Source: an optimization exercise on an open RTL-to-GDS flow (aim: small area). Production flows keep margins and buffers that such runs may drop.
Function was checked by simulation only, so behaviour that the tests miss may differ from the original.

run 1:
## conway_life
module conway_life #(
	parameter ROW = 16,
	parameter COL = 16
) (
	input clk,
	input rst,
	input load,
	input [255:0] data,
	output [255:0] q
);
	reg [255:0] q_reg;
	assign q = q_reg;
	wire [255:0] hs, hk, nxt;
	genvar i, j;
	generate
		for (i = 0; i < 16; i = i + 1) begin : g_r
			for (j = 0; j < 16; j = j + 1) begin : g_c
				wire a = q_reg[i*16+(j+15)%16], b = q_reg[i*16+j], c = q_reg[i*16+(j+1)%16];
				assign hs[i*16+j] = a ^ b ^ c;
				assign hk[i*16+j] = (a & b) | (a & c) | (b & c);
			end
		end
		for (i = 0; i < 16; i = i + 1) begin : g_r2
			for (j = 0; j < 16; j = j + 1) begin : g_c2
				wire sa = hs[((i+15)%16)*16+j], sb = hs[i*16+j], sc = hs[((i+1)%16)*16+j];
				wire ka = hk[((i+15)%16)*16+j], kb = hk[i*16+j], kc = hk[((i+1)%16)*16+j];
				wire S0 = sa ^ sb ^ sc, S1 = (sa & sb) | (sa & sc) | (sb & sc);
				wire K0 = ka ^ kb ^ kc, K1 = (ka & kb) | (ka & kc) | (kb & kc);
				assign nxt[i*16+j] = S0 ? (~K1 & (S1 ^ K0)) : (q_reg[i*16+j] & ((~S1 & ~K0 & K1) | (S1 & K0 & ~K1)));
			end
		end
	endgenerate
	always @(posedge clk) begin
		if (load)
			q_reg <= data;
		else
			q_reg <= nxt;
	end
endmodule
==> flow/config.mk <==
export PLATFORM = sky130hd
export DESIGN_NAME = conway_life
export DESIGN_NICKNAME = conway_life
export VERILOG_FILES = /design/flow/design.v
export SDC_FILE = /design/flow/constraint.sdc
export NUM_CORES = 4
export LEC_CHECK = 0
export CAP_MARGIN = 20
export CORE_MARGIN = 2
export CORE_UTILIZATION = 65
export SLEW_MARGIN = 20
==> flow/constraint.sdc <==
create_clock -name core_clock -period 5.0 [get_ports {clk}]
set_input_delay 1.0000 -clock core_clock [delete_from_list [all_inputs] [get_ports {clk}]]
set_output_delay 1.0000 -clock core_clock [all_outputs]
set_load 0.01 [all_outputs]
standard.sh (not shown) runs the stock make flow with config.mk's settings and CLKGATE_MAP_FILE= SYNTH_SCRIPT=/design/flow/synth_recipe.tcl, a recipe that flattens the netlist after the stock synthesis.
==> flow/flow/run.sh <==
#!/bin/bash
# Own layout flow: the standard synthesis (for the register names), then a hand-structured
# netlist of the same registers (flow/gen_net.py) in place of Yosys's logic, then the standard
# ORFS layout with 1x port buffers. Each tool's output goes to a log file in this folder.
set -euo pipefail
W=$(pwd)
R=$W/orfs/results/$FLOW_PLATFORM/conway_life/base
bash standard.sh synth > "$W/log_1_standard_synth.txt" 2>&1
python3 flow/gen_net.py > "$W/own_netlist.v" 2> "$W/log_2_gen_net.txt"
python3 flow/check_regs.py "$R/1_2_yosys.v" "$W/own_netlist.v" > "$W/log_3_check_regs.txt" 2>&1
cp "$R/1_2_yosys.v" "$W/standard_1_2_yosys.v"
cp "$W/own_netlist.v" "$R/1_2_yosys.v"
rm -f "$R/1_synth.odb" "$R/1_synth.sdc"
touch "$R/1_2_yosys.v"
export BUFFER_PORTS_ARGS="-buffer_cell sky130_fd_sc_hd__buf_1"
# fewer, larger sink clusters and no dummy loads: the clock tree only has to reach 256 flops
export CTS_ARGS="-sink_clustering_enable -repair_clock_nets -dont_use_dummy_load -sink_clustering_size 6 -sink_clustering_max_diameter 50 -buf_list {sky130_fd_sc_hd__clkbuf_4}"
bash standard.sh finish > "$W/log_4_layout.txt" 2>&1
==> flow/flow/gen_net.py <==
P = 'sky130_fd_sc_hd__'
L, wires = [], []
def cell(t, name, **pins):
    L.append(f'  {P}{t} {name} (' + ', '.join(f'.{p}({n})' for p, n in pins.items()) + ');')
def w(n): wires.append(n); return n
def idx(i, j): return (i % 16) * 16 + (j % 16)
def q(i, j): return f'q[{idx(i, j)}]'

# rule for one cell: inputs o t f (pair sum PH = o + 2t + 4f), G = t ^ f (per pair), s k (the other
# row's 3-sum H = s + 2k), m (the cell), d (data). With U = t + k + 2f the count is (o + s) + 2U:
# birth needs U == 1 and o + s == 1; survival (m) needs U == 1 and o + s == 2, or U == 2 and o + s == 0.
# U == 1 is (t != k) & ~f; U == 2 is (t == k) & (t != f).
RULE = [
    ('nor2_1',    dict(A='d', B='nload', Y='#dl')),          # d & load
    ('xnor2_1',   dict(A='t', B='k', Y='#X')),               # t == k
    ('nor2_1',    dict(A='o', B='s', Y='#z')),               # o + s == 0
    ('nand4_1',   dict(A='#X', B='G', C='m', D='#z', Y='#a')),  # ~(m & U==2 & o+s==0)
    ('nand2_1',   dict(A='o', B='s', Y='#b')),               # o + s < 2
    ('nor3_1',    dict(A='#X', B='f', C='#z', Y='#c')),      # U==1 & o+s > 0
    ('o21ai_0',   dict(A1='m', A2='#b', B1='#c', Y='#e')),   # ~(U==1 & (o+s==1 | m & o+s==2))
    ('a31oi_1',   dict(A1='#e', A2='nload', A3='#a', B1='#dl', Y='n')),
]
def rule(tag, nets):
    for g, (t, pins) in enumerate(RULE):
        pm = {}
        for p, n in pins.items():
            if n.startswith('#'):
                nn = f'x{n[1:]}_{tag}'
                if p in ('Y', 'X'): w(nn)
                pm[p] = nn
            else:
                pm[p] = nets.get(n, n)
        cell(t, f'g{g}_{tag}', **pm)

cell('inv_1', 'g_nload', A='load', Y=w('nload'))
for i in range(16):
    for j in range(16):
        cell('fa_1', f'h_{i}_{j}', A=q(i, j - 1), B=q(i, j), CIN=q(i, j + 1), COUT=w(f'hk_{i}_{j}'), SUM=w(f'hs_{i}_{j}'))
for i in range(0, 16, 2):
    for j in range(16):
        p = f'{i}_{j}'
        cell('ha_1', f'u_po_{p}', A=f'hs_{i}_{j}', B=f'hs_{i+1}_{j}', COUT=w(f'pc_{p}'), SUM=w(f'po_{p}'))
        cell('fa_1', f'u_pt_{p}', A=f'hk_{i}_{j}', B=f'hk_{i+1}_{j}', CIN=f'pc_{p}', COUT=w(f'pf_{p}'), SUM=w(f'pt_{p}'))
        cell('xor2_1', f'u_pg_{p}', A=f'pt_{p}', B=f'pf_{p}', X=w(f'pg_{p}'))
        for r, other in ((i, (i - 1) % 16), (i + 1, (i + 2) % 16)):
            c = f'{r}_{j}'
            rule(c, dict(o=f'po_{p}', t=f'pt_{p}', f=f'pf_{p}', G=f'pg_{p}', s=f'hs_{other}_{j}', k=f'hk_{other}_{j}',
                         m=q(r, j), d=f'data[{idx(r, j)}]', n=w(f'nx_{c}')))
            cell('dfxtp_1', f'\\q_reg[{idx(r, j)}]$_DFF_P_ ', CLK='clk', D=f'nx_{c}', Q=q(r, j))
print('module conway_life (clk, rst, load, data, q);')
print('  input clk;\n  input rst;\n  input load;\n  input [255:0] data;\n  output [255:0] q;')
for n in wires: print(f'  wire {n};')
print('\n'.join(L))
print('endmodule')
Other scripts of this flow, unchanged in this note and not shown: flow/flow/check_regs.py
--- input diff run 1..run 2 ---
- CORE_UTILIZATION now 50, was 65
--- a/flow/flow/run.sh
+++ b/flow/flow/run.sh
@@ -16,3 +16,3 @@
 # fewer, larger sink clusters and no dummy loads: the clock tree only has to reach 256 flops
-export CTS_ARGS="-sink_clustering_enable -repair_clock_nets -dont_use_dummy_load -sink_clustering_size 6 -sink_clustering_max_diameter 50 -buf_list {sky130_fd_sc_hd__clkbuf_4}"
+export CTS_ARGS="-sink_clustering_enable -repair_clock_nets -dont_use_dummy_load -sink_clustering_size 12 -sink_clustering_max_diameter 60 -buf_list {sky130_fd_sc_hd__clkbuf_8}"
 bash standard.sh finish > "$W/log_4_layout.txt" 2>&1
--- a/flow/flow/gen_net.py
+++ b/flow/flow/gen_net.py
@@ -8,15 +8,14 @@
 
-# rule for one cell: inputs o t f (pair sum PH = o + 2t + 4f), G = t ^ f (per pair), s k (the other
-# row's 3-sum H = s + 2k), m (the cell), d (data). With U = t + k + 2f the count is (o + s) + 2U:
-# birth needs U == 1 and o + s == 1; survival (m) needs U == 1 and o + s == 2, or U == 2 and o + s == 0.
-# U == 1 is (t != k) & ~f; U == 2 is (t == k) & (t != f).
+# rule for one cell: inputs o t f (pair sum), s k (the other row's 3-sum), m (cell), d (data)
 RULE = [
-    ('nor2_1',    dict(A='d', B='nload', Y='#dl')),          # d & load
-    ('xnor2_1',   dict(A='t', B='k', Y='#X')),               # t == k
-    ('nor2_1',    dict(A='o', B='s', Y='#z')),               # o + s == 0
-    ('nand4_1',   dict(A='#X', B='G', C='m', D='#z', Y='#a')),  # ~(m & U==2 & o+s==0)
-    ('nand2_1',   dict(A='o', B='s', Y='#b')),               # o + s < 2
-    ('nor3_1',    dict(A='#X', B='f', C='#z', Y='#c')),      # U==1 & o+s > 0
-    ('o21ai_0',   dict(A1='m', A2='#b', B1='#c', Y='#e')),   # ~(U==1 & (o+s==1 | m & o+s==2))
-    ('a31oi_1',   dict(A1='#e', A2='nload', A3='#a', B1='#dl', Y='n')),
+    ('nor2_1',    dict(A='d', B='nload', Y='#16')),
+    ('o21ai_0',   dict(A1='t', A2='k', B1='f', Y='#17')),
+    ('a21o_1',    dict(A1='t', A2='k', B1='f', X='#19')),
+    ('nor2_1',    dict(A='o', B='s', Y='#20')),
+    ('nand4_1',   dict(A='#19', B='m', C='#17', D='#20', Y='#21')),
+    ('nand2_1',   dict(A='o', B='s', Y='#22')),
+    ('nor2_1',    dict(A='t', B='k', Y='#23')),
+    ('nor3_1',    dict(A='#23', B='#20', C='#19', Y='#24')),
+    ('o21ai_0',   dict(A1='m', A2='#22', B1='#24', Y='#25')),
+    ('a31oi_1',   dict(A1='#25', A2='nload', A3='#21', B1='#16', Y='n')),
 ]
@@ -43,6 +42,5 @@
         cell('fa_1', f'u_pt_{p}', A=f'hk_{i}_{j}', B=f'hk_{i+1}_{j}', CIN=f'pc_{p}', COUT=w(f'pf_{p}'), SUM=w(f'pt_{p}'))
-        cell('xor2_1', f'u_pg_{p}', A=f'pt_{p}', B=f'pf_{p}', X=w(f'pg_{p}'))
         for r, other in ((i, (i - 1) % 16), (i + 1, (i + 2) % 16)):
             c = f'{r}_{j}'
-            rule(c, dict(o=f'po_{p}', t=f'pt_{p}', f=f'pf_{p}', G=f'pg_{p}', s=f'hs_{other}_{j}', k=f'hk_{other}_{j}',
+            rule(c, dict(o=f'po_{p}', t=f'pt_{p}', f=f'pf_{p}', s=f'hs_{other}_{j}', k=f'hk_{other}_{j}',
                          m=q(r, j), d=f'data[{idx(r, j)}]', n=w(f'nx_{c}')))
Findings:
Run 2 reports its capture point of the critical path as q_reg[253]$_DFF_P_ while run 1 reports q_reg[91]$_DFF_P_. Routed metal-1 wire length for run 2 is higher than for run 1. Run 1 → run 2: synthesized cell count went up; area of the die rose by 33%; routed length per instance went down 0.11 µm.
> inputs changed (run 2 -> run 3)
- changing CORE_UTILIZATION from 50 to 65
--- a/flow/flow/run.sh
+++ b/flow/flow/run.sh
@@ -16,3 +16,3 @@
 # fewer, larger sink clusters and no dummy loads: the clock tree only has to reach 256 flops
-export CTS_ARGS="-sink_clustering_enable -repair_clock_nets -dont_use_dummy_load -sink_clustering_size 12 -sink_clustering_max_diameter 60 -buf_list {sky130_fd_sc_hd__clkbuf_8}"
+export CTS_ARGS="-sink_clustering_enable -repair_clock_nets -dont_use_dummy_load -sink_clustering_size 14 -sink_clustering_max_diameter 70 -buf_list {sky130_fd_sc_hd__clkbuf_8}"
 bash standard.sh finish > "$W/log_4_layout.txt" 2>&1
Findings:
Sort run 3 and run 2 by cell count, descending, and run 2 comes first. Between run 3 and run 2, the met2 usage in global routing is lower for run 2. Run 3 vs. run 2: final hold slack went up by 17 ps. Final wirelength on run 3 is ahead of run 2.
#### Input delta (run 4 over run 3)
--- a/flow/flow/gen_net.py
+++ b/flow/flow/gen_net.py
@@ -8,14 +8,15 @@
 
-# rule for one cell: inputs o t f (pair sum), s k (the other row's 3-sum), m (cell), d (data)
+# rule for one cell: inputs o t f (pair sum PH = o + 2t + 4f), G = t ^ f (per pair), s k (the other
+# row's 3-sum H = s + 2k), m (the cell), d (data). With U = t + k + 2f the count is (o + s) + 2U:
+# birth needs U == 1 and o + s == 1; survival (m) needs U == 1 and o + s == 2, or U == 2 and o + s == 0.
+# U == 1 is (t != k) & ~f; U == 2 is (t == k) & (t != f).
 RULE = [
-    ('nor2_1',    dict(A='d', B='nload', Y='#16')),
-    ('o21ai_0',   dict(A1='t', A2='k', B1='f', Y='#17')),
-    ('a21o_1',    dict(A1='t', A2='k', B1='f', X='#19')),
-    ('nor2_1',    dict(A='o', B='s', Y='#20')),
-    ('nand4_1',   dict(A='#19', B='m', C='#17', D='#20', Y='#21')),
-    ('nand2_1',   dict(A='o', B='s', Y='#22')),
-    ('nor2_1',    dict(A='t', B='k', Y='#23')),
-    ('nor3_1',    dict(A='#23', B='#20', C='#19', Y='#24')),
-    ('o21ai_0',   dict(A1='m', A2='#22', B1='#24', Y='#25')),
-    ('a31oi_1',   dict(A1='#25', A2='nload', A3='#21', B1='#16', Y='n')),
+    ('nor2_1',    dict(A='d', B='nload', Y='#dl')),          # d & load
+    ('xnor2_1',   dict(A='t', B='k', Y='#X')),               # t == k
+    ('nor2_1',    dict(A='o', B='s', Y='#z')),               # o + s == 0
+    ('nand4_1',   dict(A='#X', B='G', C='m', D='#z', Y='#a')),  # ~(m & U==2 & o+s==0)
+    ('nand2_1',   dict(A='o', B='s', Y='#b')),               # o + s < 2
+    ('nor3_1',    dict(A='#X', B='f', C='#z', Y='#c')),      # U==1 & o+s > 0
+    ('o21ai_0',   dict(A1='m', A2='#b', B1='#c', Y='#e')),   # ~(U==1 & (o+s==1 | m & o+s==2))
+    ('a31oi_1',   dict(A1='#e', A2='nload', A3='#a', B1='#dl', Y='n')),
 ]
@@ -42,5 +43,6 @@
         cell('fa_1', f'u_pt_{p}', A=f'hk_{i}_{j}', B=f'hk_{i+1}_{j}', CIN=f'pc_{p}', COUT=w(f'pf_{p}'), SUM=w(f'pt_{p}'))
+        cell('xor2_1', f'u_pg_{p}', A=f'pt_{p}', B=f'pf_{p}', X=w(f'pg_{p}'))
         for r, other in ((i, (i - 1) % 16), (i + 1, (i + 2) % 16)):
             c = f'{r}_{j}'
-            rule(c, dict(o=f'po_{p}', t=f'pt_{p}', f=f'pf_{p}', s=f'hs_{other}_{j}', k=f'hk_{other}_{j}',
+            rule(c, dict(o=f'po_{p}', t=f'pt_{p}', f=f'pf_{p}', G=f'pg_{p}', s=f'hs_{other}_{j}', k=f'hk_{other}_{j}',
                          m=q(r, j), d=f'data[{idx(r, j)}]', n=w(f'nx_{c}')))
- On area after synthesis, run 4 does better than run 3.
- Clock transition at the register clock pins on the worst setup and hold paths after CTS: run 3 vs run 4 — no meaningful difference
- Run 3 reports its most frequent standard cell in the layout excluding fill and tap cells as sky130_fd_sc_hd__nor2_1 while run 4 reports sky130_fd_sc_hd__buf_1.
- Setup WNS run 3 -> run 4: better
- On buffering overhead, run 4 and run 3 are basically level.
- Per the comparison of run 4 with run 3, via total after detailed routing went down 4004; part of the cycle the worst path needs went down 0.88 points; multi-input logic portion of the cell area went down 0.50 points.
- The beginning of the critical path comes out q_reg[6]$_DFF_P_ in one run and q_reg[167]$_DFF_P_ in the other, namely in run 3 and run 4 respectively.
- Across both runs, multi-input gate count was lower for run 4 than for run 3.

[port drivers added, routing unchanged]
How much do the figures lean on ideal ports? The routed layouts below were timed once more, with nothing changed but the port constraints. Step 1 (the two cells are an assumption about what drives the block):
set clk [get_ports {clk}]
set_driving_cell -lib_cell sky130_fd_sc_hd__clkbuf_16 $clk
set_driving_cell -lib_cell sky130_fd_sc_hd__buf_2 [delete_from_list [all_inputs] $clk]
Step 2 times the ports against the registers' clock, not the clock port: input delays grow and output delays shrink by t, the midpoint of the rising clock arrivals with the driver on. Slacks: ideal / step 1 / step 2; pairs: ideal / step 1.
run	shift t [ns]	slack for setup (ns)	hold WS [ns]	worst setup path at the end	slew at the worst register clock pin (ns)
run 1	0.870	2.234 / 2.232 / 1.971	0.389 / 0.358 / 0.647	input to register	0.10 / 0.10
run 2	0.694	2.247 / 2.247 / 1.984	0.586 / 0.548 / 0.644	input to register	0.09 / 0.09
run 3	0.669	2.185 / 2.185 / 2.055	0.604 / 0.575 / 0.649	input to register	0.09 / 0.09
run 4	0.691	2.229 / 2.229 / 1.957	0.584 / 0.552 / 0.649	input to register	0.11 / 0.11
After both steps every run listed still meets setup and hold. The setup slack of run 4, which loses most, moves by 0.000 ns with the drivers and by -0.272 ns with both steps.
